This design comes from an exercise in tuning for small area on the open sky130 flow, not from production work. The RTL was checked by simulation tests, not by an equivalence proof against the original design. No driver is modelled on the clock port, so clocking that relies on it looks cheaper here than on a real chip. Power figures rest on the tool's default switching activity, not on a simulated workload.

==> design/flow/design.v <==
module game_logic_top(
    input clk,
    input resetn,
    input KEY,
    output sync,
    output w_o,
    output bypass_erase,
    output [7:0] prev_x,
    output [7:0] x,
    output [6:0] y,
    output [3:0] score,
    output [3:0] chances,
    output [1:0] game_status
    );
    localparam PREP  = 3'd0,
               ROW   = 3'd1,
               ROWX  = 3'd3,
               HOLD  = 3'd5,
               JUDGE = 3'd4,
               FAIL  = 3'd2,
               SUCC  = 3'd6,
               DONE  = 3'd7;
    localparam [7:0] FR_START = 8'd9,
                     FR_END   = 8'd10;
    reg [2:0] st;
    reg [7:0] xr;
    reg       dir;
    reg       ov;
    reg [7:0] fr;
    reg [7:0] px;
    reg [3:0] ch;
    reg [3:0] sc;
    wire first   = ch[3] & ch[1];           
    wire tick    = (fr == FR_END);
    wire s_prep  = (st == PREP);
    wire s_fail  = (st == FAIL);
    wire s_succ  = (st == SUCC);
    wire moving  = (st == ROW) | (st == ROWX) | (st == HOLD);
    wire ld_odd  = sc[0] & ~sc[3] & ~(sc[2] & sc[1]);
    wire [3:0] yr = (s_prep & (sc != 4'd0)) ? sc - 4'd1 : sc;
    wire [2:0] yk = (yr > 4'd6) ? 3'd6 : 3'd6 - yr[2:0];
    wire at1     = (xr == 8'd1);
    wire at143   = xr[7] & xr[3] & xr[2] & xr[1] & xr[0];
    wire [8:0] cc;
    wire [7:0] zz;
    wire [7:0] pn = ~px;
    assign cc[0] = 1'b1;
    genvar gi;
    generate
        for (gi = 0; gi < 8; gi = gi + 1) begin : gsub
            assign zz[gi]     = xr[gi] ^ pn[gi] ^ cc[gi];
            assign cc[gi + 1] = (xr[gi] & pn[gi]) | ((xr[gi] ^ pn[gi]) & cc[gi]);
        end
    endgenerate
    wire near = (cc[8] & ~|zz[7:4] & (zz[3:0] <= 4'd10)) |
                (~cc[8] & &zz[7:4] & (zz[3:0] >= 4'd6));
    always @(posedge clk) begin
        if (!resetn) begin
            st  <= PREP;
            xr  <= 8'd0;
            dir <= 1'b1;
            ov  <= 1'b0;
            fr  <= FR_START;
            px  <= 8'd0;
            ch  <= 4'd10;
            sc  <= 4'd0;
        end else begin
            ov <= near;
            fr <= (s_prep | tick) ? FR_START : {fr[6:0], fr[7] ^ fr[2]};
            case (st)
                PREP:  st <= ROW;
                ROW:   st <= (ch == 4'd0) ? DONE : (KEY ? ROW : HOLD);
                ROWX:  st <= KEY ? ROW : HOLD;
                HOLD:  st <= KEY ? (first ? SUCC : JUDGE) : HOLD;
                JUDGE: st <= ov ? SUCC : FAIL;
                FAIL:  st <= (ch == 4'd1) ? ROWX : ROW;
                SUCC:  st <= PREP;
                default: st <= DONE;
            endcase
            if ((s_prep | s_fail) & ~tick) begin
                xr  <= {ld_odd, 2'b00, ld_odd, 4'b0000};
                dir <= ~ld_odd;
            end else if (moving & tick) begin
                xr  <= dir ? xr + 8'd1 : xr - 8'd1;
                dir <= dir ? ~at143 : at1;
            end
            if (s_succ) begin
                px <= xr;
                sc <= sc + 4'd1;
            end
            if ((s_succ | s_fail) & (ch != 4'd0))
                ch <= ch - 4'd1;
        end
    end
    assign sync         = tick;
    assign w_o          = ov;
    assign bypass_erase = s_succ;
    assign prev_x       = px;
    assign x            = xr;
    assign y            = {yk, 4'b1000};
    assign score        = sc;
    assign chances      = ch;
    assign game_status  = ((st == JUDGE) | (st == DONE)) ? 2'b10 : 2'b01;
endmodule
==> design/flow/flow/run.sh <==
#!/bin/bash
# Standard layout, with these changes:
#  - synthesis maps the logic with an area-oriented ABC script and no
#    full/half-adder extraction (registers are mapped exactly as in the
#    standard synthesis);
#  - the port buffers are the smallest buffer cell;
#  - clock tree synthesis adds no dummy loads.
set -o pipefail
here=$(pwd)
export AREA_ABC_SCRIPT=$here/flow/abc.script
bash standard.sh \
  "SYNTH_SCRIPT=$here/flow/synth.tcl" \
  "ADDER_MAP_FILE=" \
  "BUFFER_PORTS_ARGS=-buffer_cell sky130_fd_sc_hd__buf_1" \
  "CTS_ARGS=-sink_clustering_enable -repair_clock_nets -dont_use_dummy_load -sink_clustering_size 40 -sink_clustering_max_diameter 100 -buf_list sky130_fd_sc_hd__clkbuf_8" \
  finish > standard.log 2>&1
==> design/flow/flow/abc.script <==
strash
&get -n
&deepsyn -T 60
&put
dch -f
amap
==> design/flow/flow/synth.tcl <==
# The standard flow's synthesis script (synth_recipe.tcl), except that the ABC step runs
# an area-oriented script (abc.script beside this file) in place of ORFS's.
proc synth {args} { yosys synth -nofsm -noshare {*}$args }
proc abc {args} {
  set i [lsearch -exact $args -script]
  if { $i >= 0 } { lset args [expr { $i + 1 }] $::env(AREA_ABC_SCRIPT) }
  yosys abc {*}$args
}
source $::env(SCRIPTS_DIR)/synth.tcl
# left out here: clear keep_hierarchy, flatten, clean up, hide names made inside functions, write 1_2_yosys.v
==> design/flow/standard.sh <==
#!/bin/bash
# synth_recipe.tcl (not shown) runs the flow's synth.tcl, then flattens the netlist and writes it again
# the make line also repeats each setting of config.mk as NAME=value (left out here)
make -C /OpenROAD-flow-scripts/flow DESIGN_CONFIG=/design/flow/config.mk WORK_HOME=/design/flow/orfs CLKGATE_MAP_FILE= SYNTH_SCRIPT=/design/flow/synth_recipe.tcl "${@:-finish}"
==> design/flow/config.mk <==
export PLATFORM = sky130hd
export DESIGN_NAME = game_logic_top
export DESIGN_NICKNAME = game_logic_top
export VERILOG_FILES = /design/flow/design.v
export SDC_FILE = /design/flow/constraint.sdc
export NUM_CORES = 4
export LEC_CHECK = 0
export ABC_AREA = 1
export CAP_MARGIN = 20
export CORE_AREA = 2 2 60 60
export DIE_AREA = 0 0 62 62
export SLEW_MARGIN = 20
==> design/flow/constraint.sdc <==
create_clock -name core_clock -period 10.0 [get_ports {clk}]
set_input_delay 2.0000 -clock core_clock [delete_from_list [all_inputs] [get_ports {clk}]]
set_output_delay 2.0000 -clock core_clock [all_outputs]
set_load 0.01 [all_outputs]
==> results of run 1 <==
==> Yosys cell counts (all sizes together) <==
cell / n
a211oi: 8
o31a: 2
a22oi: 5
or4: 1
and3: 1
clkinv: 39
a31o: 1
or3: 2
o22ai: 13
o21ai: 16
nor3: 14
dfxtp: 37
o21a: 2
nor2b: 3
o211ai: 1
nand3: 6
conb: 2
nand2: 6
nor4: 3
o221ai: 3
nor2: 54
or2: 2
a31oi: 5
nand4b: 2
a21oi: 6
buf: 4
nand4: 2
==> layer usage <==
| metal | track usage | wire [µm] |
|---|---|---|
| met4 | 0.0669 | 49 |
| met2 | 0.304 | 1590 |
| met1 | 0.312 | 1960 |
| met3 | 0.0559 | 203 |
| met5 | 0 | 0 |
==> cell families after synthesis <==
family,count (synthesis),synth area share
buffers and inverters,43,0.101
and+or+nand+nor,96,0.246
DFF,37,0.423
other,2,0.00429
AOI/OAI and AO/OA,62,0.226
==> power groups by stage <==
stage               sequential (W)  combinational (W)  clock [W]
floorplan                 0.000159          0.0000144          0
global placement          0.000159          0.0000194          0
detailed placement        0.000158          0.0000194          0
CTS                       0.000155          0.0000195  0.0000933
global route              0.000156          0.0000217  0.0000997
finish                    0.000155          0.0000193  0.0000919
==> final cells by class <==
type / instances / share of cell area
Clock buffer: 5 / 0.0347
Multi-Input combinational cell: 162 / 0.425
Timing Repair Buffer: 34 / 0.0644
Sequential cell: 37 / 0.374
Tap cell: 46 / 0.0290
Inverter: 39 / 0.0738
==> registers in the layout, indices dropped and copies added (netlist names) <==
name	count
xr	8
st	3
sc	4
ov	1
px	8
dir	1
ch	4
fr	8
==> per-stage QoR <==
| stage | total power [W] | instance area (µm²) | instances | hold slack [ps] |
|---|---|---|---|---|
| floorplan | 0.000173 | 1760 | 242 | 403 |
| global placement | 0.000178 | 1910 | 318 | 412 |
| detailed placement | 0.000178 | 1910 | 318 | 419 |
| CTS | 0.000268 | 1980 | 323 | 415 |
| global route | 0.000278 | 1980 | 323 | 437 |
| finish | 0.000266 | 1980 | 323 | 416 |
==> worst max path at each step <==
stage                       end  cells after the start    from  slack (ps)
final                      y[4]                      5   st[0]        6290
after global routing       y[4]                      5   st[0]        6110
after CTS                  y[4]                      5   st[0]        6270
after detailed placement  sc[3]                      8  resetn        6160
after global placement    sc[3]                      8  resetn        6220
after floorplan            y[4]                      4   st[2]        6820
==> worst max-delay path: cells and delay by family, from the launching register on <==
kind / cells / cell delay (ps)
buffers and inverters: 1 / 170
AOI/OAI and AO/OA: 2 / 370
DFF: 1 / 370
and+or+nand+nor: 2 / 520
==> impl_metrics.env, run 1 <==
export IMPL_required_ps=8000
export IMPL_seqCellArea_um2=741
export IMPL_boundaryPins=39
export IMPL_drt_vias_per_instance=5.36
export IMPL_hold_depth=2
export IMPL_final_common_cell="nor2_1"
export IMPL_track_usage=0.213
export IMPL_rows=21
export IMPL_rr_worst_depth=7
export IMPL_drc=0
export IMPL_detail_route_wl_per_cell_um=11.8
export IMPL_cp_start_kind="register"
export IMPL_slew_headroom=0.496
export IMPL_status="finished clean"
export IMPL_grt_overflow=0
export IMPL_cts_tree="built"
export IMPL_cp_slowest_cell="nor3_1"
export IMPL_grt_pass1_vias=1349
export IMPL_die_h_um=62
export IMPL_synth_top_area_share=0.423
export IMPL_finalHoldViolCount=0
export IMPL_cts_root_buf="clkbuf_8"
export IMPL_max_freq_mhz=270
export IMPL_worst_slew_pin_transition_ps=750
export IMPL_worstHoldEndpoint="fr[2]"
export IMPL_place_gp_congestion=0.796
export IMPL_vdd_ir_drop_max_v=0.0000687
export IMPL_rsz0062_at_grt="no"
export IMPL_core_area_um2=3280
export IMPL_p_clk_frac=0.345
export IMPL_ys_types=27
export IMPL_via_count=1730
export IMPL_start_util=0.533
export IMPL_max_stage_delay_ps=480
export IMPL_dr_pass1_iters=4
export IMPL_crit_chain="nor3_1 > o21a_1 > nor2_1 > a211oi_1 > buf_1"
export IMPL_pre_cts_ws_ps=6160
export IMPL_skew_ps=27.0
export IMPL_period_needed_ps=3710
export IMPL_crit_path_end_kind="output pin"
export IMPL_layout_common_cells="nor2_1, clkinv_1, dfxtp_1, buf_1, o21ai_0"
export IMPL_cts_resized=0
export IMPL_synthTopCellsByArea="dfxtp_1, nor2_1, clkinv_1"
export IMPL_drt_iter0_markers=105
export IMPL_r2r_setup_slack_ps=7640
export IMPL_arrival_ps=1710
export IMPL_r2r_start="fr[1]"
export IMPL_cts_hold_buf=0
export IMPL_grt_pass1_wl_mm=6.01
export IMPL_clock_sinks=37
export IMPL_post_cts_setup_buffers=0
export IMPL_finalWirelength_mm=3.80
export IMPL_ant_nets=0
export IMPL_min_from="fr[1]"
export IMPL_drive_above_1_share=0.0181
export IMPL_tns_ps=0
export IMPL_cellInternalPower_w=0.000203
export IMPL_diodes=0
export IMPL_synth_seq_cells=37
export IMPL_die_x_um=62
export IMPL_drv_slew=0
export IMPL_clkLatencyLatePin_ps=290
export IMPL_htree_levels=2
export IMPL_nNetsFinal=282
export IMPL_die_area_um2=3840
export IMPL_setup_ws_ps=6290
export IMPL_multi_input_area_um2=842
export IMPL_combPwrFrac=0.072
export IMPL_cap_violations=0
export IMPL_p_seq_frac=0.583
export IMPL_min_period_over_period=0.371
export IMPL_numCtsBuffers=5
export IMPL_ys_seq_area_frac=0.423
export IMPL_netSwitchingPower_w=0.0000638
export IMPL_netlist_area_um2=1750
export IMPL_postSynthAreaPerCell_um2=7.30
export IMPL_switching_share=0.239
export IMPL_clkSlewWorstSetupHoldPaths_ps=80
export IMPL_min_path_type="register to register"
export IMPL_timing_rr_end="xr[5]"
export IMPL_post_route_util=0.604
export IMPL_cts_buffer_depth=2
export IMPL_power_density_nw_per_um2=134
export IMPL_grt_max_degree=14
export IMPL_p_leak_nw=0.674
export IMPL_netlist_instances=240
export IMPL_antenna_found_initial=0
export IMPL_setup_violations_final=0
export IMPL_yosys_area_top_type="dfxtp_1"
export IMPL_n_fill_cell=315
export IMPL_area_growth_syn_to_layout_pct=13.2
export IMPL_worstPathMaxFanout=6
export IMPL_path_class="register to output pin"
export IMPL_yosys_warnings=1
export IMPL_dp_hpwl_mm=2.85
export IMPL_io_buffer_count=34
==> run 2: changes to the inputs <==
--- a/design/flow/flow/run.sh
+++ b/design/flow/flow/run.sh
@@ -13,4 +13,4 @@
   "ADDER_MAP_FILE=" \
   "BUFFER_PORTS_ARGS=-buffer_cell sky130_fd_sc_hd__buf_1" \
-  "CTS_ARGS=-sink_clustering_enable -repair_clock_nets -dont_use_dummy_load -sink_clustering_size 40 -sink_clustering_max_diameter 100 -buf_list sky130_fd_sc_hd__clkbuf_8" \
+  "CTS_ARGS=-repair_clock_nets -dont_use_dummy_load -buf_list sky130_fd_sc_hd__clkbuf_4" \
   finish > standard.log 2>&1
==> design/flow/flow/abc.script (replaced) <==
strash
&get -n
&deepsyn -T 120
&put
dch -f
amap
==> run 2 against run 1 <==
Effect of this change: maximum frequency shrank 0.89%; clock power shrank 29%; register-to-register slack about the same; die area unchanged; critical path depth is 1 higher; via count fell by 1.7%; highest routed layer unchanged.
==> impl_metrics.env, run 2 <==
export IMPL_clkLatencyLatePin_ps=340
export IMPL_yosys_warnings=1
export IMPL_cts_buffer_depth=2
export IMPL_cp_slowest_cell="dfxtp_1"
export IMPL_crit_path_end_kind="output pin"
export IMPL_cts_root_buf="clkbuf_4"
export IMPL_rows=21
export IMPL_antenna_found_initial=0
export IMPL_track_usage=0.219
export IMPL_grt_pass1_wl_mm=6.15
export IMPL_max_stage_delay_ps=410
export IMPL_yosys_area_top_type="dfxtp_1"
export IMPL_arrival_ps=1740
export IMPL_status="finished clean"
export IMPL_post_cts_setup_buffers=0
export IMPL_cp_top_family="buffers and inverters"
export IMPL_die_x_um=62
export IMPL_cp_start_kind="register"
export IMPL_whs_ps=423
export IMPL_critPathBufInv=4
export IMPL_crit_chain="clkinv_1 > nand2_1 > clkinv_1 > nor3_1 > clkinv_1 > buf_1"
export IMPL_netlist_instances=242
export IMPL_synth_seq_cells=37
export IMPL_max_freq_mhz=267
export IMPL_drc=0
export IMPL_drt_iter0_markers=158
export IMPL_die_area_um2=3840
export IMPL_numCtsBuffers=5
export IMPL_r2r_setup_slack_ps=7630
export IMPL_via_count=1701
export IMPL_final_common_cell="nor2_1"
export IMPL_grt_max_degree=12
export IMPL_io_buffer_count=34
export IMPL_finalWirelength_mm=3.69
export IMPL_ys_async_sr_fraction=0
export IMPL_yosysMostFrequentCell="nor2_1"
export IMPL_min_from="fr[5]"
export IMPL_synth_edf_count=0
export IMPL_grt_overflow=0
export IMPL_dr_pass1_iters=4
export IMPL_required_ps=8000
export IMPL_r2r_start="fr[3]"
export IMPL_vdd_ir_drop_max_v=0.0000674
export IMPL_diodes=0
export IMPL_cap_violations=0
export IMPL_area_growth_syn_to_layout_pct=11.4
export IMPL_ys_seq_area_frac=0.423
export IMPL_drive_above_1_share=0.0179
export IMPL_period_needed_ps=3740
export IMPL_crit_path_frequent_cell="clkinv_1"
export IMPL_worstPathMaxFanout=5
export IMPL_cts_resized=0
export IMPL_layout_common_cells="nor2_1, clkinv_1, dfxtp_1, buf_1, o21ai_0"
export IMPL_setup_violations_final=0
export IMPL_boundaryPins=39
export IMPL_ys_types=28
export IMPL_ys_top_cells_by_count="nor2_1, clkinv_1, dfxtp_1"
export IMPL_grt_pass1_vias=1361
export IMPL_hold_depth=2
export IMPL_reg_top3="fr x8, px x8, xr x8"
export IMPL_power_density_nw_per_um2=120
export IMPL_min_period_over_period=0.374
export IMPL_drt_vias_per_instance=5.23
export IMPL_die_h_um=62
export IMPL_finalHoldViolCount=0
export IMPL_postSynthAreaPerCell_um2=7.24
export IMPL_tns_ps=0
export IMPL_path_depth=6
export IMPL_dp_hpwl_mm=2.86
export IMPL_worst_slew_pin_transition_ps=644
export IMPL_slew_headroom=0.566
export IMPL_cts_hold_buf=0
export IMPL_start_util=0.534
export IMPL_path_class="register to output pin"
export IMPL_netlist_area_um2=1750
export IMPL_timing_rr_end="xr[6]"
export IMPL_synthTopCellsByArea="dfxtp_1, nor2_1, clkinv_1"
export IMPL_rr_worst_depth=8
export IMPL_min_path_type="register to register"
export IMPL_skew_ps=38.1
export IMPL_worstHoldEndpoint="fr[6]"
export IMPL_htree_levels=2
export IMPL_synth_top_area_share=0.423
export IMPL_clock_sinks=37
export IMPL_clkSlewWorstSetupHoldPaths_ps=100
export IMPL_place_gp_congestion=0.822
export IMPL_synthFlopType="dfxtp_1"
export IMPL_core_area_um2=3280
export IMPL_detail_route_wl_per_cell_um=11.4
export IMPL_rsz0062_at_grt="no"
export IMPL_ant_nets=0
export IMPL_drv_slew=0
export IMPL_cts_tree="built"
export IMPL_nNetsFinal=284
export IMPL_p_leak_nw=0.648
-- run 2: cell types whose count changed in the layout (fill, tap and decap cells not counted), sizes merged, moves of 2 or more --
cell,delta
or2,+2
nand4b,-2
a31oi,-4
a21oi,+2
o31a,-2
nor3,-3
clkinv,+5
nor2,-5
o21a,+2
nand2,+6
-- run 2: area by class of cell --
type | instances | area [µm²]
fillers | 326 | 1330
well taps | 46 | 57.6
flip-flops and latches | 37 | 741
clock buffers | 5 | 37.5
repair buffers | 34 | 128
inverters | 44 | 165
multi-input cells | 159 | 825
-- run 2: cells by family after synthesis --
logic type / Yosys count / synth area share
other cells: 2 / 0.00428
compound gates: 60 / 0.221
flops: 37 / 0.423
simple gates: 95 / 0.241
buf+inv: 48 / 0.111
-- run 2: worst max path at each step --
stage	from	to	slack (ps)
floorplan	st[0]	game_status[0]	6700
global placement	resetn	fr[0]	6450
detailed placement	resetn	fr[0]	6390
CTS	st[0]	game_status[0]	6240
global route	st[0]	game_status[0]	6070
finish	st[0]	game_status[0]	6260
-- run 2: routing by layer --
| layer | global-route usage | wire (µm) | vias up |
|---|---|---|---|
| li1 | - | - | 906 |
| met1 | 0.282 | 1720 | 753 |
| met2 | 0.345 | 1750 | 35 |
| met3 | 0.0663 | 180 | 7 |
| met4 | 0.0821 | 47 | 0 |
| met5 | 0 | 0 | - |
-- run 2: through the flow --
step	setup WS [ps]	cells	area [µm²]	total power (W)	util
2_1_floorplan	6700	244	1760	0.000168	-
3_3_place_gp	6450	320	1920	0.000172	0.583
3_5_place_dp	6390	320	1920	0.000172	0.583
4_1_cts	6240	325	1950	0.000238	0.595
5_1_grt	6070	325	1950	0.000247	0.595
6_report	6260	325	1950	0.000234	0.595
-- run 2: power breakdown --
part           switching, W  internal (W)
logic             0.0000104    0.00000477
clock network     0.0000421     0.0000235
registers        0.00000237      0.000151
-- run 2: worst register-to-register path: stages, from the launching register on --
cell,delay (ps)
dfxtp_1,330
clkinv_1,70
nor4_1,560
nand3_1,320
nor2_1,250
o21ai_0,290
nor2_1,230
nor2_1,60
a211oi_1,190
==> run 3: changes to the inputs <==
--- a/design/flow/flow/run.sh
+++ b/design/flow/flow/run.sh
@@ -13,4 +13,4 @@
   "ADDER_MAP_FILE=" \
   "BUFFER_PORTS_ARGS=-buffer_cell sky130_fd_sc_hd__buf_1" \
-  "CTS_ARGS=-repair_clock_nets -dont_use_dummy_load -buf_list sky130_fd_sc_hd__clkbuf_4" \
+  "CTS_ARGS=-sink_clustering_enable -repair_clock_nets -dont_use_dummy_load -sink_clustering_size 20 -root_buf sky130_fd_sc_hd__clkbuf_8 -buf_list sky130_fd_sc_hd__clkbuf_4" \
   finish > standard.log 2>&1
==> run 3 against run 2 <==
Effect of this change: register-to-register slack lost 20 ps; global-route usage is 0.17 points higher; sequential share of layout area fell by 0.60 points; core utilization increased by 0.95 points; worst hold slack got worse by 4.4 ps; sequential power about the same; count of clock-buffer cells in the layout stayed put; first-iteration DRC count is 16% lower; combinational power about the same.
==> impl_metrics.env, run 3 <==
export IMPL_rows=21
export IMPL_synth_top_area_share=0.423
export IMPL_min_path_type="register to register"
export IMPL_ant_nets=0
export IMPL_seqCellArea_um2=741
export IMPL_netlist_area_um2=1750
export IMPL_reg_top3="fr x8, px x8, xr x8"
export IMPL_clkSlewWorstSetupHoldPaths_ps=70
export IMPL_timing_rr_end="xr[6]"
export IMPL_p_leak_nw=0.661
export IMPL_synthTopCellsByArea="dfxtp_1, nor2_1, clkinv_1"
export IMPL_post_cts_setup_buffers=0
export IMPL_clock_sinks=37
export IMPL_yosys_warnings=1
export IMPL_drt_iter0_markers=133
export IMPL_drt_vias_per_instance=5.20
export IMPL_grt_pass1_vias=1362
export IMPL_area_growth_syn_to_layout_pct=13.2
export IMPL_cp_start_kind="register"
export IMPL_dp_hpwl_mm=2.86
export IMPL_rsz0062_at_grt="no"
export IMPL_dpl_cell_area_um2=1920
export IMPL_netlist_instances=242
export IMPL_skew_ps=23.2
export IMPL_io_buffer_count=34
export IMPL_drc=0
export IMPL_postSynthAreaPerCell_um2=7.24
export IMPL_status="finished clean"
export IMPL_multi_input_area_um2=825
export IMPL_arrival_ps=1680
export IMPL_antenna_found_initial=0
export IMPL_via_count=1690
export IMPL_cap_violations=0
export IMPL_fin_cells=325
export IMPL_die_area_um2=3840
export IMPL_grt_overflow=0
export IMPL_detail_route_wl_per_cell_um=11.5
export IMPL_rr_worst_depth=8
export IMPL_htree_levels=2
export IMPL_use_met1=0.287
export IMPL_die_h_um=62
export IMPL_slew_headroom=0.562
export IMPL_ys_top_cells_by_count="nor2_1, clkinv_1, dfxtp_1"
export IMPL_worstPathMaxFanout=5
export IMPL_required_ps=8000
export IMPL_drive_above_1_share=0.0179
export IMPL_busiest_layer="met2"
export IMPL_cp_startpoint="st[0]"
export IMPL_start_util=0.534
export IMPL_final_cell_area_um2=1980
export IMPL_grt_pass1_wl_mm=6.17
export IMPL_track_usage=0.221
export IMPL_synthFlopType="dfxtp_1"
export IMPL_synth_edf_count=0
export IMPL_diodes=0
export IMPL_min_period_over_period=0.368
export IMPL_ys_async_sr_fraction=0
export IMPL_drv_slew=0
export IMPL_r2r_start="fr[3]"
export IMPL_dr_pass1_iters=4
export IMPL_n_fill_cell=323
export IMPL_ys_seq_area_frac=0.423
export IMPL_die_x_um=62
export IMPL_yosys_area_top_type="dfxtp_1"
export IMPL_yosysMostFrequentCell="nor2_1"
export IMPL_nNetsFinal=284
export IMPL_vdd_ir_drop_max_v=0.000122
export IMPL_boundaryPins=39
export IMPL_power_w=0.000259
export IMPL_cts_hold_buf=0
export IMPL_dp_cells=320
export IMPL_finalWirelength_mm=3.72
export IMPL_setup_violations_final=0
export IMPL_worst_slew_pin_transition_ps=650
export IMPL_grtUsageMet3=0.0725
export IMPL_clkLatencyLatePin_ps=290
export IMPL_cts_root_buf="clkbuf_8"
export IMPL_grt_max_degree=12
export IMPL_finalHoldViolCount=0
export IMPL_period_needed_ps=3680
export IMPL_met2_usage=0.339
export IMPL_r2r_setup_slack_ps=7610
export IMPL_place_gp_congestion=0.822
export IMPL_power_density_nw_per_um2=131
export IMPL_layout_common_cells="nor2_1, clkinv_1, dfxtp_1, buf_1, o21ai_0"
export IMPL_numCtsBuffers=5
export IMPL_synth_seq_cells=37
export IMPL_path_class="register to output pin"
export IMPL_final_common_cell="nor2_1"
export IMPL_cts_buffer_depth=2
export IMPL_cts_tree="built"
export IMPL_cts_resized=0
export IMPL_tns_ps=0
export IMPL_ys_types=28
export IMPL_crit_path_end_kind="output pin"
export IMPL_core_area_um2=3280
export IMPL_max_freq_mhz=272
export IMPL_worstSetupEndpoint="game_status[0]"
-- run 3: cell counts after synthesis --
No cell type changed its count.
-- run 3: layer usage --
layer	wire [µm]	part of all wire
met1	1750	0.47
met2	1740	0.47
met3	187	0.050
met4	44	0.012
met5	0	0
-- run 3: how the worst min path moves through the flow --
stage | slack (ps) | startpoint | to | cells after the start
6_report | 420 | fr[5] | fr[6] | 2
5_1_grt | 440 | fr[4] | fr[5] | 2
4_1_cts | 420 | fr[5] | fr[6] | 2
3_5_place_dp | 410 | fr[5] | fr[6] | 2
3_3_place_gp | 410 | fr[5] | fr[6] | 2
2_1_floorplan | 400 | fr[4] | fr[5] | 2
-- run 3: final cells by class --
| class | count | area share |
|---|---|---|
| Clock buffer | 5 | 0.0347 |
| Inverter | 44 | 0.0832 |
| Timing Repair Buffer | 34 | 0.0643 |
| Tap cell | 46 | 0.0290 |
| Sequential cell | 37 | 0.373 |
| Multi-Input combinational cell | 159 | 0.416 |
-- run 3: per-stage QoR --
step / hold slack [ps] / worst slack, ps / util
floorplan: 403 / 6700 / -
global placement: 412 / 6450 / 0.583
detailed placement: 413 / 6390 / 0.583
CTS: 422 / 6310 / 0.604
global route: 435 / 6140 / 0.604
finish: 419 / 6320 / 0.604
-- run 3: where the power goes --
part           internal, W  switching, W
logic           0.00000477     0.0000104
clock network    0.0000447     0.0000458
registers         0.000151    0.00000242
-- run 3: cells by family (layout without fill, tap and decap cells) --
group / after synthesis / in the layout / synth area share
and+or+nand+nor: 95 / 95 / 0.241
AOI/OAI and AO/OA: 60 / 60 / 0.221
buffers and inverters: 48 / 83 / 0.111
DFF: 37 / 37 / 0.423
other: 2 / 4 / 0.00428
-- run 3: worst max-delay path: stages, from the launching register on --
cell and delay (ps):
dfxtp_1 400, clkinv_1 140, nand2_1 150, clkinv_1 100, nor3_1 270, clkinv_1 170, buf_1 160
==> run 4: changes to the inputs <==
--- a/design/flow/flow/run.sh
+++ b/design/flow/flow/run.sh
@@ -13,4 +13,4 @@
   "ADDER_MAP_FILE=" \
   "BUFFER_PORTS_ARGS=-buffer_cell sky130_fd_sc_hd__buf_1" \
-  "CTS_ARGS=-sink_clustering_enable -repair_clock_nets -dont_use_dummy_load -sink_clustering_size 20 -root_buf sky130_fd_sc_hd__clkbuf_8 -buf_list sky130_fd_sc_hd__clkbuf_4" \
+  "CTS_ARGS=-sink_clustering_enable -repair_clock_nets -dont_use_dummy_load -sink_clustering_size 30 -buf_list sky130_fd_sc_hd__clkbuf_4" \
   finish > standard.log 2>&1
==> design/flow/flow/abc.script (replaced) <==
strash
&get -n
&deepsyn -T 60
&put
dch -f
amap
==> run 4 against run 3 <==
Effect of this change: non-clock buffer count unchanged; combinational power grew 27%; synthesized cell count is 0.83% lower; cell count shrank 0.62%; routed wire length rose by 1.9%; clock power down 24%; sequential share of layout area is 0.62 points higher; critical path type unchanged.
==> impl_metrics.env, run 4 <==
export IMPL_status="finished clean"
export IMPL_post_route_util=0.594
export IMPL_cts_root_buf="clkbuf_4"
export IMPL_cellInternalPower_w=0.000181
export IMPL_clkLatencyLatePin_ps=350
export IMPL_track_usage=0.213
export IMPL_die_x_um=62
export IMPL_whs_ps=406
export IMPL_drt_vias_per_instance=5.33
export IMPL_ys_async_sr_fraction=0
export IMPL_worstHoldEndpoint="fr[2]"
export IMPL_ys_types=27
export IMPL_synth_top_family_by_area="simple AND/OR/NAND/NOR gates"
export IMPL_boundaryPins=39
export IMPL_numCtsBuffers=5
export IMPL_drt_iter0_markers=131
export IMPL_cts_buffer_depth=2
export IMPL_synth_xor_xnor_area_share=0
export IMPL_postSynthAreaPerCell_um2=7.30
export IMPL_hold_depth=2
export IMPL_cts_hold_buf=0
export IMPL_cts_tree="built"
export IMPL_core_area_um2=3280
export IMPL_setup_ws_ps=6220
export IMPL_ant_nets=0
export IMPL_p_leak_nw=0.661
export IMPL_rr_worst_depth=8
export IMPL_tns_ps=0
export IMPL_area_growth_syn_to_layout_pct=11.4
export IMPL_synth_top_area_share=0.423
export IMPL_switching_share=0.253
export IMPL_r2r_start="fr[7]"
export IMPL_seqCellArea_um2=741
export IMPL_crit_chain="nor3_1 > o21a_1 > nor2_1 > a211oi_1 > buf_1"
export IMPL_start_util=0.533
export IMPL_cap_violations=0
export IMPL_netlist_area_um2=1750
export IMPL_synthTopCellsByArea="dfxtp_1, nor2_1, clkinv_1"
export IMPL_yosys_warnings=1
export IMPL_p_seq_frac=0.639
export IMPL_crit_path_end_kind="output pin"
export IMPL_grt_max_degree=14
export IMPL_arrival_ps=1780
export IMPL_layout_common_cells="nor2_1, clkinv_1, dfxtp_1, buf_1, o21ai_0"
export IMPL_max_freq_mhz=264
export IMPL_grt_overflow=0
export IMPL_grt_pass1_wl_mm=5.98
export IMPL_multi_input_area_um2=842
export IMPL_period_needed_ps=3780
export IMPL_timing_rr_end="xr[5]"
export IMPL_rsz0062_at_grt="no"
export IMPL_die_h_um=62
export IMPL_slew_headroom=0.492
export IMPL_netSwitchingPower_w=0.0000616
export IMPL_max_stage_delay_ps=480
export IMPL_worstPathMaxFanout=6
export IMPL_rows=21
export IMPL_synthMuxAreaShare=0
export IMPL_finalHoldViolCount=0
export IMPL_final_common_cell="nor2_1"
export IMPL_p_clk_frac=0.281
export IMPL_htree_levels=2
export IMPL_power_w=0.000243
export IMPL_cp_slowest_cell="nor3_1"
export IMPL_post_cts_setup_buffers=0
export IMPL_clkSlewWorstSetupHoldPaths_ps=120
export IMPL_grt_pass1_vias=1342
export IMPL_synth_compound_area_frac=0.226
export IMPL_ys_seq_area_frac=0.423
export IMPL_via_count=1721
export IMPL_dp_hpwl_mm=2.85
export IMPL_place_gp_congestion=0.796
export IMPL_min_period_over_period=0.378
export IMPL_drive_above_1_share=0.0181
export IMPL_dr_pass1_iters=4
export IMPL_synthAdderAreaFrac=0
export IMPL_yosys_area_top_type="dfxtp_1"
export IMPL_combPwrFrac=0.079
export IMPL_die_area_um2=3840
export IMPL_min_path_type="register to register"
export IMPL_yosysMostFrequentCell="nor2_1"
export IMPL_worst_slew_pin_transition_ps=755
export IMPL_reg_top3="fr x8, px x8, xr x8"
export IMPL_io_buffer_count=34
export IMPL_min_from="fr[1]"
export IMPL_path_class="register to output pin"
export IMPL_clock_sinks=37
export IMPL_synth_edf_count=0
export IMPL_drv_slew=0
export IMPL_netlist_instances=240
export IMPL_finalWirelength_mm=3.80
export IMPL_power_density_nw_per_um2=124
export IMPL_cp_start_kind="register"
export IMPL_ys_top_cells_by_count="nor2_1, clkinv_1, dfxtp_1"
export IMPL_antenna_found_initial=0
export IMPL_diodes=0
export IMPL_drc=0
export IMPL_pre_cts_ws_ps=6160
export IMPL_n_fill_cell=318
export IMPL_synth_seq_cells=37
export IMPL_vdd_ir_drop_max_v=0.0000708
export IMPL_r2r_setup_slack_ps=7610
export IMPL_required_ps=8000
export IMPL_detail_route_wl_per_cell_um=11.7
export IMPL_synthFlopType="dfxtp_1"
export IMPL_synth_simple_area_share=0.246
export IMPL_nNetsFinal=282
export IMPL_skew_ps=44.5
export IMPL_setup_violations_final=0
export IMPL_cts_resized=0
run 4: changes by cell type in the layout (fill, tap and decap cells not counted), moves of 4 or more:
cell,change
a31oi_1,+4
clkbuf_4,+5
clkbuf_8,-5
clkinv_1,-5
nand2_1,-6
nor2_1,+5
run 4: how the worst max path moves through the flow:
stage,startpoint,end,slack (ps),cells past startpoint
final,st[0],y[4],6220,5
after global routing,st[0],y[4],6020,5
after CTS,st[0],y[4],6180,5
after detailed placement,resetn,sc[3],6160,8
after global placement,resetn,sc[3],6220,8
after floorplan,st[2],y[4],6820,4
run 4: area by class of cell:
| type | count | area share |
|---|---|---|
| tap | 46 | 0.0295 |
| inverter | 39 | 0.0750 |
| multi-input combinational | 162 | 0.431 |
| clock buffer | 5 | 0.0192 |
| timing repair buffer | 34 | 0.0654 |
| sequential | 37 | 0.379 |
run 4: per-stage QoR:
stage          area, µm²  cells
3_5_place_dp        1910    318
6_report            1950    323
3_3_place_gp        1910    318
4_1_cts             1950    323
2_1_floorplan       1760    242
5_1_grt             1950    323
run 4: cell families (layout without fill, tap and decap cells):
family | Yosys count | in the layout
AND/OR/NAND/NOR | 96 | 96
AO/OA/AOI/OAI | 62 | 62
buffers and inverters | 43 | 78
flip-flops | 37 | 37
other | 2 | 4
run 4: metal layers:
layer	wire length, µm	vias up	part of all wire	global-route usage
li1	-	912	-	-
met1	1990	764	0.52	0.312
met2	1580	41	0.42	0.301
met3	200	4	0.053	0.0621
met4	33	0	0.0087	0.0669
met5	0	-	0	0
run 4: critical path, delay by kind of cell, from the launching register on:
kind / cells / cell delay [ps]
compound gates: 2 / 360
buf+inv: 1 / 170
flops: 1 / 390
simple gates: 2 / 520
run 4: power by group through the flow:
stage	combinational, W	clock (W)	sequential [W]
2_1_floorplan	0.0000144	0	0.000159
3_3_place_gp	0.0000194	0	0.000159
3_5_place_dp	0.0000194	0	0.000158
4_1_cts	0.0000195	0.0000702	0.000155
5_1_grt	0.0000217	0.0000764	0.000156
6_report	0.0000193	0.0000684	0.000155
==> run 5: changes to the inputs <==
--- a/design/flow/design.v
+++ b/design/flow/design.v
@@ -38,5 +38,5 @@
     wire moving  = (st == ROW) | (st == ROWX) | (st == HOLD);
     wire ld_odd  = sc[0] & ~sc[3] & ~(sc[2] & sc[1]);
-    wire [3:0] yr = (s_prep & (sc != 4'd0)) ? sc - 4'd1 : sc;
+    wire [3:0] yr = s_prep ? sc - 4'd1 : sc;
     wire [2:0] yk = (yr > 4'd6) ? 3'd6 : 3'd6 - yr[2:0];
     wire at1     = (xr == 8'd1);
@@ -59,5 +59,4 @@
             st  <= PREP;
             xr  <= 8'd0;
-            dir <= 1'b1;
             ov  <= 1'b0;
             fr  <= FR_START;
==> design/flow/flow/run.sh (replaced) <==
#!/bin/bash
# Standard layout, with these changes:
#  - synthesis maps the logic with area-oriented ABC scripts (the smallest
#    result is kept), no full/half-adder extraction and no Kogge-Stone carry
#    lookahead; registers are mapped exactly as in the standard synthesis;
#  - the port buffers are the smallest buffer cell;
#  - clock tree synthesis adds no dummy loads.
set -o pipefail
here=$(pwd)
export AREA_ABC_SCRIPTS="$here/flow/abc1.script $here/flow/abc2.script $here/flow/abc3.script $here/flow/abc4.script"
bash standard.sh \
  "SYNTH_SCRIPT=$here/flow/synth.tcl" \
  "ADDER_MAP_FILE=" \
  "SYNTH_OPERATIONS_ARGS=-noshare" \
  "BUFFER_PORTS_ARGS=-buffer_cell sky130_fd_sc_hd__buf_1" \
  "CTS_ARGS=-sink_clustering_enable -repair_clock_nets -dont_use_dummy_load -sink_clustering_size 30 -buf_list sky130_fd_sc_hd__clkbuf_4" \
  finish > standard.log 2>&1
==> design/flow/flow/abc1.script (new file) <==
strash
&get -n
&deepsyn -J 1000 -S 1
&put
dch -f
amap
==> design/flow/flow/abc2.script (new file) <==
strash
&get -n
&deepsyn -I 20 -J 50 -S 1
&put
dch -f
amap
==> design/flow/flow/abc3.script (new file) <==
strash
&get -n
&deepsyn -J 1000 -S 2
&put
dch -f
amap
==> design/flow/flow/abc4.script (new file) <==
strash
&get -n
&deepsyn -J 300 -S 3
&put
dch -f
amap
==> design/flow/flow/synth.tcl (replaced) <==
# The standard flow's synthesis script (synth_recipe.tcl), except for the ABC step: it
# maps the logic with each of the area-oriented ABC scripts listed in
# AREA_ABC_SCRIPTS (all deterministic) and keeps the smallest result.
# Registers are mapped before ABC runs, exactly as in the standard synthesis.
proc synth {args} { yosys synth -nofsm -noshare {*}$args }
proc abc {args} {
  set i [lsearch -exact $args -script]
  set lib [lindex $args [expr { [lsearch -exact $args -liberty] + 1 }]]
  yosys design -save pre_abc
  set best ""
  set best_area 0
  set k 0
  foreach script $::env(AREA_ABC_SCRIPTS) {
    yosys design -load pre_abc
    lset args [expr { $i + 1 }] $script
    yosys abc {*}$args
    set st [yosys tee -q -s result.string stat -liberty $lib]
    regexp {Chip area for module[^:]*:\s*([0-9.]+)} $st -> area
    puts "ABC script $script: area $area"
    yosys design -save abc_try_$k
    if { $best eq "" || $area < $best_area } {
      set best $k
      set best_area $area
    }
    incr k
  }
  puts "Keeping ABC result $best (area $best_area)"
  yosys design -load abc_try_$best
}
source $::env(SCRIPTS_DIR)/synth.tcl
# left out here: clear keep_hierarchy, flatten, clean up, hide names made inside functions, write 1_2_yosys.v
removed: design/flow/flow/abc.script
==> run 5 against run 4 <==
Effect of this change: clock skew fell by 16 ps; core utilization fell by 0.076 points; critical endpoint is now y[5]; largest cell class unchanged; synthesized area fell by 0.57%; power fell by 1.9%; design area fell by 0.13%; first-iteration DRC count fell by 27%; still clean; synthesized cell count fell by 1.3%; largest power group unchanged.
==> impl_metrics.env, run 5 <==
export IMPL_numCtsBuffers=5
export IMPL_grt_pass1_wl_mm=6.23
export IMPL_critPathBufInv=1
export IMPL_min_from="fr[1]"
export IMPL_clkLatencyLatePin_ps=340
export IMPL_setup_violations_final=0
export IMPL_drc=0
export IMPL_setup_ws_ps=6310
export IMPL_drive_above_1_share=0.0218
export IMPL_post_cts_setup_buffers=0
export IMPL_postSynthAreaPerCell_um2=7.35
export IMPL_rows=21
export IMPL_detail_route_wl_per_cell_um=11.6
export IMPL_yosys_area_top_type="dfxtp_1"
export IMPL_r2r_setup_slack_ps=7850
export IMPL_final_common_cell="nor2_1"
export IMPL_dr_pass1_iters=4
export IMPL_skew_ps=28.6
export IMPL_io_buffer_count=34
export IMPL_min_period_over_period=0.369
export IMPL_min_path_type="register to register"
export IMPL_rr_worst_depth=8
export IMPL_cp_start_kind="register"
export IMPL_reg_top3="fr x8, px x8, xr x8"
export IMPL_cap_violations=0
export IMPL_synth_top_area_share=0.414
export IMPL_r2r_start="fr[1]"
export IMPL_drv_slew=0
export IMPL_yosysMostFrequentCell="nor2_1"
export IMPL_worst_slew_pin_transition_ps=670
export IMPL_nNetsFinal=280
export IMPL_pre_cts_ws_ps=6410
export IMPL_netlist_area_um2=1740
export IMPL_cts_hold_buf=0
export IMPL_grt_overflow=0
export IMPL_clkSlewWorstSetupHoldPaths_ps=110
export IMPL_ys_top_cells_by_count="nor2_1, clkinv_1, dfxtp_1"
export IMPL_max_stage_delay_ps=500
export IMPL_cp_top_family="simple AND/OR/NAND/NOR gates"
export IMPL_finalHoldViolCount=0
export IMPL_synth_edf_count=1
export IMPL_worstPathMaxFanout=6
export IMPL_grt_max_degree=13
export IMPL_hold_depth=2
export IMPL_cts_resized=0
export IMPL_ys_async_sr_fraction=0
export IMPL_via_count=1678
export IMPL_core_area_um2=3280
export IMPL_die_x_um=62
export IMPL_required_ps=8000
export IMPL_ant_nets=0
export IMPL_worstHoldEndpoint="fr[2]"
export IMPL_vdd_ir_drop_max_v=0.0000795
export IMPL_die_area_um2=3840
export IMPL_netlist_instances=237
export IMPL_status="finished clean"
export IMPL_p_leak_nw=0.674
export IMPL_ys_seq_area_frac=0.431
export IMPL_grt_pass1_vias=1472
export IMPL_synthTopCellsByArea="dfxtp_1, nor2_1, clkinv_1"
export IMPL_layout_common_cells="nor2_1, clkinv_1, dfxtp_1, buf_1, o22ai_1"
export IMPL_finalWirelength_mm=3.72
export IMPL_synthFlopType="dfxtp_1"
export IMPL_slew_headroom=0.549
export IMPL_period_needed_ps=3690
export IMPL_crit_chain="nor3_1 > nor3_1 > nor2_1 > o21ai_0 > buf_1"
export IMPL_yosys_warnings=1
export IMPL_area_growth_syn_to_layout_pct=11.9
export IMPL_synth_seq_cells=37
export IMPL_track_usage=0.219
export IMPL_boundaryPins=39
export IMPL_power_density_nw_per_um2=122
export IMPL_max_freq_mhz=271
export IMPL_timing_rr_end="xr[6]"
export IMPL_dp_hpwl_mm=2.87
export IMPL_rsz0062_at_grt="no"
export IMPL_crit_path_frequent_cell="nor3_1"
export IMPL_cts_buffer_depth=2
export IMPL_path_class="register to output pin"
export IMPL_arrival_ps=1690
export IMPL_cts_tree="built"
export IMPL_htree_levels=2
export IMPL_ys_types=33
export IMPL_antenna_found_initial=0
export IMPL_place_gp_congestion=0.793
export IMPL_cts_root_buf="clkbuf_4"
export IMPL_diodes=0
export IMPL_drt_iter0_markers=96
export IMPL_drt_vias_per_instance=5.23
export IMPL_tns_ps=0
export IMPL_die_h_um=62
export IMPL_clock_sinks=37
export IMPL_crit_path_end_kind="output pin"
export IMPL_start_util=0.530
export IMPL_n_fill_cell=337
export IMPL_cp_slowest_cell="nor3_1"
[run 5: final cells by class]
type                       count  area, µm²  share of cell area
multi-input combinational    159        822               0.422
sequential                    37        751               0.385
inverter                      39        146              0.0751
timing repair buffer          35        135              0.0693
tap                           46       57.6              0.0295
clock buffer                   5       37.5              0.0193
[run 5: cell families after synthesis]
kind of cell | share of synthesized area
AOI/OAI and AO/OA | 0.226
buffers and inverters | 0.101
DFF | 0.431
other | 0.00431
and+or+nand+nor | 0.237
[run 5: metal layers]
layer / GRT usage / vias to the layer above / share of wire
li1: - / 892 / -
met4: 0.0881 / 0 / 0.015
met1: 0.277 / 738 / 0.47
met5: 0 / - / 0
met3: 0.0455 / 7 / 0.055
met2: 0.363 / 41 / 0.46
[run 5: power breakdown]
| part | internal (W) | switching, W | total [W] | leakage (nW) |
|---|---|---|---|---|
| sequential | 0.000152 | 0.00000255 | 0.000154 | 0.301 |
| clock | 0.0000235 | 0.0000435 | 0.0000670 | 0.0230 |
| combinational | 0.00000564 | 0.0000116 | 0.0000172 | 0.350 |
[run 5: how the worst max path moves through the flow]
stage                     startpoint             end  slack [ps]  cells past startpoint
after global routing           st[0]            y[6]        5970                      5
after CTS                      st[0]            y[5]        6270                      5
after detailed placement      resetn           fr[0]        6410                      4
after global placement        resetn           fr[0]        6450                      4
final                          st[0]            y[5]        6310                      5
after floorplan                st[0]  game_status[0]        6860                      5
[run 5: through the flow]
step / instance area [µm²] / utilization / power, W / hold slack, ps / cells
3_3_place_gp: 1910 / 0.582 / 0.000175 / 418 / 316
3_5_place_dp: 1910 / 0.582 / 0.000175 / 416 / 316
2_1_floorplan: 1750 / - / 0.000171 / 403 / 239
4_1_cts: 1950 / 0.594 / 0.000242 / 421 / 321
6_report: 1950 / 0.594 / 0.000238 / 421 / 321
5_1_grt: 1950 / 0.594 / 0.000249 / 443 / 321
[run 5: worst min-delay path, stage by stage (launching register included)]
cell      delay (ps)
dfxtp_1          310
clkinv_1          50
nor2_1            40
==> run 6: changes to the inputs <==
--- a/design/flow/flow/run.sh
+++ b/design/flow/flow/run.sh
@@ -8,5 +8,5 @@
 set -o pipefail
 here=$(pwd)
-export AREA_ABC_SCRIPTS="$here/flow/abc1.script $here/flow/abc2.script $here/flow/abc3.script $here/flow/abc4.script"
+export AREA_ABC_SCRIPTS="$(ls $here/flow/abc*.script | tr "\n" " ")"
 bash standard.sh \
   "SYNTH_SCRIPT=$here/flow/synth.tcl" \
==> design/flow/flow/abc5.script (new file) <==
strash
&get -n
&deepsyn -J 300 -S 1
&put
dch -f
amap
==> design/flow/flow/abc6.script (new file) <==
strash
&get -n
&deepsyn -J 1000 -S 3
&put
dch -f
amap
==> design/flow/flow/abc7.script (new file) <==
strash
&get -n
&deepsyn -J 500 -S 4
&put
dch -f
amap
==> design/flow/flow/abc8.script (new file) <==
strash
&get -n
&deepsyn -I 10 -J 100 -S 2
&put
dch -f
amap
==> design/flow/flow/synth.tcl (replaced) <==
# The standard flow's synthesis script (synth_recipe.tcl), except for the ABC step: the
# logic is mapped with each of the area-oriented ABC scripts listed in
# AREA_ABC_SCRIPTS (all deterministic), run side by side in separate Yosys
# processes on a copy of the design, and the smallest result is kept.
# Registers are mapped before ABC runs, exactly as in the standard synthesis.
proc synth {args} { yosys synth -nofsm -noshare {*}$args }
proc abc {args} {
  set i [lsearch -exact $args -script]
  set lib [lindex $args [expr { [lsearch -exact $args -liberty] + 1 }]]
  set top $::env(DESIGN_NAME)
  set dir $::env(OBJECTS_DIR)/abc_tries
  file mkdir $dir
  yosys write_rtlil $dir/pre.il
  set k 0
  foreach script $::env(AREA_ABC_SCRIPTS) {
    set a $args
    lset a [expr { $i + 1 }] $script
    set f [open $dir/try_$k.ys w]
    puts $f "read_rtlil $dir/pre.il"
    puts $f "abc [join $a]"
    puts $f "tee -q -o $dir/area_$k.txt stat -liberty $lib"
    puts $f "select $top"
    puts $f "write_rtlil -selected $dir/res_$k.il"
    close $f
    incr k
  }
  set yosys_exe yosys
  if { [info exists ::env(YOSYS_EXE)] } { set yosys_exe $::env(YOSYS_EXE) }
  exec bash -c "for t in $dir/try_*.ys; do $yosys_exe -q -s \$t > \$t.log 2>&1 & done; wait"
  set best -1
  set best_area 0
  for { set j 0 } { $j < $k } { incr j } {
    if { ![file exists $dir/res_$j.il] } { puts "ABC try $j failed"; continue }
    set f [open $dir/area_$j.txt r]
    set st [read $f]
    close $f
    if { ![regexp {Chip area for module[^:]*:\s*([0-9.]+)} $st -> area] } { continue }
    puts "ABC try $j ([lindex $::env(AREA_ABC_SCRIPTS) $j]): area $area"
    if { $best < 0 || $area < $best_area } {
      set best $j
      set best_area $area
    }
  }
  if { $best < 0 } { error "no ABC try succeeded" }
  puts "Keeping ABC try $best (area $best_area)"
  yosys delete $top
  yosys read_rtlil $dir/res_$best.il
  yosys hierarchy -top $top
}
source $::env(SCRIPTS_DIR)/synth.tcl
# left out here: clear keep_hierarchy, flatten, clean up, hide names made inside functions, write 1_2_yosys.v
==> run 6 against run 5 <==
Effect of this change: core utilization shrank 0.30 points; highest routed layer unchanged; worst hold slack gained 15 ps; routed wire length grew 1.1%; clock power grew 1%; non-clock buffer count is the same; combinational power grew 6%; global-route usage shrank 0.47 points; die area is the same; still clean on timing, DRC and antenna; register-to-register slack lost 140 ps; cell count shrank 1.2%; synthesized cell count shrank 1.7%; critical path depth is the same.
==> impl_metrics.env, run 6 <==
export IMPL_dpl_cell_area_um2=1900
export IMPL_hold_depth=2
export IMPL_die_area_um2=3840
export IMPL_arrival_ps=1950
export IMPL_finalHoldViolCount=0
export IMPL_numCtsBuffers=5
export IMPL_max_stage_delay_ps=430
export IMPL_crit_path_end_kind="output pin"
export IMPL_final_common_cell="nor2_1"
export IMPL_worstPathMaxFanout=6
export IMPL_yosys_warnings=1
export IMPL_cp_start_kind="register"
export IMPL_p_clk_frac=0.282
export IMPL_n_fill_cell=329
export IMPL_synth_top_area_share=0.416
export IMPL_post_route_util=0.590
export IMPL_grt_overflow=0
export IMPL_yosysMostFrequentCell="nor2_1"
export IMPL_tns_ps=0
export IMPL_diodes=0
export IMPL_clock_sinks=37
export IMPL_max_freq_mhz=253
export IMPL_switching_share=0.248
export IMPL_critPathBufInv=1
export IMPL_synthTopCellsByArea="dfxtp_1, nor2_1, clkinv_1"
export IMPL_period_needed_ps=3950
export IMPL_drc=0
export IMPL_synth_simple_area_share=0.228
export IMPL_combPwrFrac=0.076
export IMPL_rr_worst_depth=10
export IMPL_synth_seq_cells=37
export IMPL_skew_ps=27.9
export IMPL_rows=21
export IMPL_netSwitchingPower_w=0.0000597
export IMPL_antenna_found_initial=0
export IMPL_drt_iter0_markers=104
export IMPL_status="finished clean"
export IMPL_reg_top3="fr x8, px x8, xr x8"
export IMPL_cts_resized=0
export IMPL_drt_vias_per_instance=5.30
export IMPL_netlist_instances=233
export IMPL_ys_top_cells_by_count="nor2_1, clkinv_1, dfxtp_1"
export IMPL_htree_levels=2
export IMPL_grt_pass1_vias=1361
export IMPL_start_util=0.527
export IMPL_cts_hold_buf=0
export IMPL_vdd_ir_drop_max_v=0.0000456
export IMPL_yosys_area_top_type="dfxtp_1"
export IMPL_synthAdderAreaFrac=0
export IMPL_synth_top_family_by_area="compound AO/OA/AOI/OAI gates"
export IMPL_drv_slew=0
export IMPL_finalWirelength_mm=3.76
export IMPL_postSynthAreaPerCell_um2=7.43
export IMPL_synth_compound_area_frac=0.234
export IMPL_cellInternalPower_w=0.000181
export IMPL_grt_max_degree=13
export IMPL_min_from="fr[3]"
export IMPL_cts_tree="built"
export IMPL_ys_async_sr_fraction=0
export IMPL_crit_chain="nor3_1 > o21ai_0 > a221oi_1 > o22ai_1 > buf_1"
export IMPL_detail_route_wl_per_cell_um=11.9
export IMPL_layout_common_cells="nor2_1, clkinv_1, dfxtp_1, buf_1, nand2_1"
export IMPL_die_x_um=62
export IMPL_io_buffer_count=34
export IMPL_track_usage=0.214
export IMPL_cp_slowest_cell="nor3_1"
export IMPL_area_growth_syn_to_layout_pct=12.0
export IMPL_synthFlopType="dfxtp_1"
export IMPL_setup_violations_final=0
export IMPL_dp_hpwl_mm=2.85
export IMPL_path_class="register to output pin"
export IMPL_timing_rr_end="xr[7]"
export IMPL_ys_types=31
export IMPL_netlist_area_um2=1730
export IMPL_drive_above_1_share=0.0221
export IMPL_ant_nets=0
export IMPL_synth_xor_xnor_area_share=0
export IMPL_ys_seq_area_frac=0.434
export IMPL_p_seq_frac=0.642
export IMPL_clkSlewWorstSetupHoldPaths_ps=110
export IMPL_min_period_over_period=0.395
export IMPL_grt_pass1_wl_mm=5.90
export IMPL_min_path_type="register to register"
export IMPL_required_ps=8000
export IMPL_slew_headroom=0.577
export IMPL_die_h_um=62
export IMPL_via_count=1681
export IMPL_nNetsFinal=276
export IMPL_r2r_start="fr[3]"
export IMPL_clkLatencyLatePin_ps=350
export IMPL_final_cell_area_um2=1940
export IMPL_synth_edf_count=1
export IMPL_power_density_nw_per_um2=124
export IMPL_worst_slew_pin_transition_ps=629
export IMPL_post_cts_setup_buffers=0
export IMPL_cts_buffer_depth=2
export IMPL_boundaryPins=39
export IMPL_synthMuxAreaShare=0
export IMPL_place_gp_congestion=0.780
export IMPL_worstHoldEndpoint="fr[4]"
export IMPL_cts_root_buf="clkbuf_4"
export IMPL_cp_top_family="compound AO/OA/AOI/OAI gates"
export IMPL_r2r_setup_slack_ps=7710
export IMPL_p_leak_nw=0.665
export IMPL_dr_pass1_iters=4
export IMPL_core_area_um2=3280
export IMPL_rsz0062_at_grt="no"
export IMPL_cap_violations=0
## run 6: power by group through the flow
stage / logic (W) / registers, W / clock network [W]
after CTS: 0.0000184 / 0.000155 / 0.0000717
final: 0.0000182 / 0.000155 / 0.0000680
after floorplan: 0.0000138 / 0.000158 / 0
after global placement: 0.0000183 / 0.000158 / 0
after detailed placement: 0.0000184 / 0.000158 / 0
after global routing: 0.0000210 / 0.000155 / 0.0000777
## run 6: logic make-up after synthesis
| logic type | count (synthesis) |
|---|---|
| buffers and inverters | 42 |
| other | 2 |
| DFF | 37 |
| and+or+nand+nor | 90 |
| AOI/OAI and AO/OA | 62 |
## run 6: how the worst max path moves through the flow
stage,cells after the start,slack (ps),to,startpoint
after floorplan,4,6530,y[6],st[2]
after global placement,4,6430,fr[0],resetn
after detailed placement,4,6390,fr[0],resetn
after CTS,5,6020,y[6],st[2]
after global routing,5,5840,y[6],st[2]
final,5,6050,y[6],st[2]
## run 6: layout make-up
class	count	area, µm²	area share
Tap cell	46	57.6	0.0297
Inverter	38	143	0.0735
Sequential cell	37	751	0.387
Timing Repair Buffer	35	135	0.0697
Clock buffer	5	37.5	0.0194
Multi-Input combinational cell	156	816	0.421
## run 6: metal layers
metal  track usage  vias up  wire length [µm]  part of all wire
met5             0        -                 0                 0
met2         0.366       27              1810              0.48
li1              -      888                 -                 -
met3        0.0621        7               138             0.037
met4        0.0821        0                54             0.014
met1         0.252      759              1760              0.47
## run 6: worst reg2reg max path: stages (launching register included)
cell	delay, ps
dfxtp_1	330
clkinv_1	70
nor4_1	590
nand2_1	230
clkinv_1	140
o221ai_1	140
clkinv_1	90
o21ai_0	130
clkinv_1	110
o221ai_1	140
a211oi_1	240
## run 6: metrics by stage
stage                     hold slack [ps]  std cells  setup WS, ps  power, W
final                                 436        317          6050  0.000241
after floorplan                       403        235          6530  0.000172
after CTS                             437        317          6020  0.000245
after global placement                416        312          6430  0.000176
after detailed placement              420        312          6390  0.000176
after global routing                  468        317          5840  0.000254
==> run 7: changes to the inputs <==
==> design/flow/flow/run.sh (replaced) <==
#!/bin/bash
# Standard layout, with these changes:
#  - synthesis maps the logic with area-oriented ABC scripts (the smallest
#    result is kept), no full/half-adder extraction and no Kogge-Stone carry
#    lookahead; registers are mapped exactly as in the standard synthesis;
#  - the port buffers are the smallest buffer cell;
#  - the clock tree is one level of four clkbuf_4 buffers driven by the
#    clock port (cts_hook.tcl), in place of TritonCTS's two-level tree.
set -o pipefail
here=$(pwd)
export AREA_ABC_SCRIPTS="$(ls $here/flow/abc*.script | tr "\n" " ")"
export CLOCK_BUF_CELL=sky130_fd_sc_hd__clkbuf_4
export CLOCK_GROUPS=4
bash standard.sh \
  "PRE_CTS_TCL=$here/flow/cts_hook.tcl" \
  "SYNTH_SCRIPT=$here/flow/synth.tcl" \
  "ADDER_MAP_FILE=" \
  "SYNTH_OPERATIONS_ARGS=-noshare" \
  "BUFFER_PORTS_ARGS=-buffer_cell sky130_fd_sc_hd__buf_1" \
  finish > standard.log 2>&1
==> design/flow/flow/cts_hook.tcl (new file) <==
# Sourced before clock tree synthesis (PRE_CTS_TCL). Replaces TritonCTS with a
# one-level clock tree: the register clock pins are split by position into
# CLOCK_GROUPS groups and each group gets one CLOCK_BUF_CELL buffer, placed at
# its centre and driven by the clock port (so the port drives CLOCK_GROUPS
# pins). Every register sees the same kind of path: port -> buffer -> CLK.
rename clock_tree_synthesis tritoncts_clock_tree_synthesis
proc clock_tree_synthesis { args } {
  set cell $::env(CLOCK_BUF_CELL)
  set ngroups $::env(CLOCK_GROUPS)
  set block [ord::get_db_block]
  set net [$block findNet clk]
  set pins {}
  foreach it [$net getITerms] {
    set inst [$it getInst]
    set box [$inst getBBox]
    lappend pins [list [expr { ([$box xMin] + [$box xMax]) / 2 }] \
                       [expr { ([$box yMin] + [$box yMax]) / 2 }] \
                       [$inst getName]/[[$it getMTerm] getName]]
  }
  set xs [lmap p $pins { lindex $p 0 }]
  set ys [lmap p $pins { lindex $p 1 }]
  set w [expr { [tcl::mathfunc::max {*}$xs] - [tcl::mathfunc::min {*}$xs] }]
  set h [expr { [tcl::mathfunc::max {*}$ys] - [tcl::mathfunc::min {*}$ys] }]
  set key [expr { $w >= $h ? 0 : 1 }]
  set pins [lsort -integer -index $key $pins]
  set n [llength $pins]
  set dbu [$block getDbUnitsPerMicron]
  for { set g 0 } { $g < $ngroups } { incr g } {
    set grp [lrange $pins [expr { $g * $n / $ngroups }] [expr { ($g + 1) * $n / $ngroups - 1 }]]
    set sx 0
    set sy 0
    foreach p $grp {
      set sx [expr { $sx + [lindex $p 0] }]
      set sy [expr { $sy + [lindex $p 1] }]
    }
    set cx [expr { double($sx) / [llength $grp] / $dbu }]
    set cy [expr { double($sy) / [llength $grp] / $dbu }]
    set loads [lmap p $grp { get_pins [lindex $p 2] }]
    insert_buffer -buffer_cell $cell -net clk -load_pins $loads \
      -location [list $cx $cy] -buffer_name clkbuf_leaf_$g -net_name clk_leaf_$g
    set leaf [$block findNet clk_leaf_$g]
    $leaf setSigType CLOCK
    [$block findInst clkbuf_leaf_$g] setDoNotTouch 1
    $leaf setDoNotTouch 1
  }
  $net setSigType CLOCK
  puts "Clock tree: $ngroups $cell buffers driven by the clock port"
}
==> run 7 against run 6 <==
Effect of this change: the flow now stops in clock tree synthesis (4_1_cts); synthesized area did not move; synthesized cell count is the same.
==> impl_metrics.env, run 7 <==
export IMPL_io_buffer_count=34
export IMPL_boundaryPins=39
export IMPL_ys_top_cells_by_count="nor2_1, clkinv_1, dfxtp_1"
export IMPL_haltStage="clock tree synthesis (4_1_cts)"
export IMPL_synthTopCellsByArea="dfxtp_1, nor2_1, clkinv_1"
export IMPL_rows=21
export IMPL_toolErrorMsg="Error: cts.tcl, 36 invalid command name \"NULL\""
export IMPL_die_h_um=62
export IMPL_place_gp_congestion=0.780
export IMPL_synth_seq_cells=37
export IMPL_ys_types=31
export IMPL_ys_async_sr_fraction=0
export IMPL_yosys_warnings=1
export IMPL_start_util=0.527
export IMPL_status="aborted with a tool error"
export IMPL_synth_edf_count=1
export IMPL_yosysMostFrequentCell="nor2_1"
export IMPL_dpl_cell_area_um2=1900
export IMPL_netlist_instances=233
export IMPL_postSynthAreaPerCell_um2=7.43
export IMPL_yosys_area_top_type="dfxtp_1"
export IMPL_dp_hpwl_mm=2.85
export IMPL_ys_seq_area_frac=0.434
export IMPL_die_x_um=62
export IMPL_netlist_area_um2=1730
export IMPL_synth_top_area_share=0.416
export IMPL_synthFlopType="dfxtp_1"
[run 7: cell counts after synthesis]
Identical to the previous run, type by type.
[run 7: cells by family after synthesis]
kind of cell           after synthesis  share of synthesized area
other                                2                    0.00434
AO/OA/AOI/OAI                       62                      0.234
buffers and inverters               42                     0.0997
flip-flops                          37                      0.434
AND/OR/NAND/NOR                     90                      0.228
[run 7: power by group through the flow]
| stage | Combinational [W] | Clock, W | Sequential [W] |
|---|---|---|---|
| 3_5_place_dp | 0.0000184 | 0 | 0.000158 |
| 3_3_place_gp | 0.0000183 | 0 | 0.000158 |
| 2_1_floorplan | 0.0000138 | 0 | 0.000158 |
[run 7: worst max path at each step]
stage | startpoint | endpoint | depth (start not counted)
detailed placement | resetn | fr[0] | 4
global placement | resetn | fr[0] | 4
floorplan | st[2] | y[6] | 4
[run 7: stage by stage]
step           setup WS (ps)  hold slack [ps]  power (W)  std cells
3_3_place_gp            6430              416   0.000176        312
2_1_floorplan           6530              403   0.000172        235
3_5_place_dp            6390              420   0.000176        312

afterwards: timing with drivers on the ports:
In the flow no input, the clock included, has a driving cell. The finished layouts below were timed again as built, in two steps.
Step 1: set_driving_cell puts a clkbuf_16 on clk and a buf_2 on each other input, an assumption about the parent block.
Step 2, shift: input delay + t, output delay - t, t = (earliest + latest rising clock arrival at the registers) / 2. This alone moves slack from input paths to output paths.
Slacks: ideal ports / drivers / drivers and shift; pairs: ideal ports / drivers.
run | t, ns | slack for setup (ns) | slew at the worst register clock pin (ns)
run 1 | 0.302 | 6.292 / 6.265 / 6.146 | 0.08 / 0.08
run 2 | 0.347 | 6.259 / 6.237 / 6.446 | 0.11 / 0.11
run 3 | 0.303 | 6.323 / 6.298 / 6.431 | 0.07 / 0.07
run 4 | 0.350 | 6.218 / 6.194 / 6.147 | 0.12 / 0.12
run 5 | 0.350 | 6.305 / 6.280 / 6.431 | 0.11 / 0.11
run 6 | 0.359 | 6.053 / 6.030 / 6.389 | 0.11 / 0.11
After both steps every run listed still meets setup and hold. The setup slack of run 1, which loses most, moves by -0.027 ns with the drivers and by -0.146 ns with both steps.
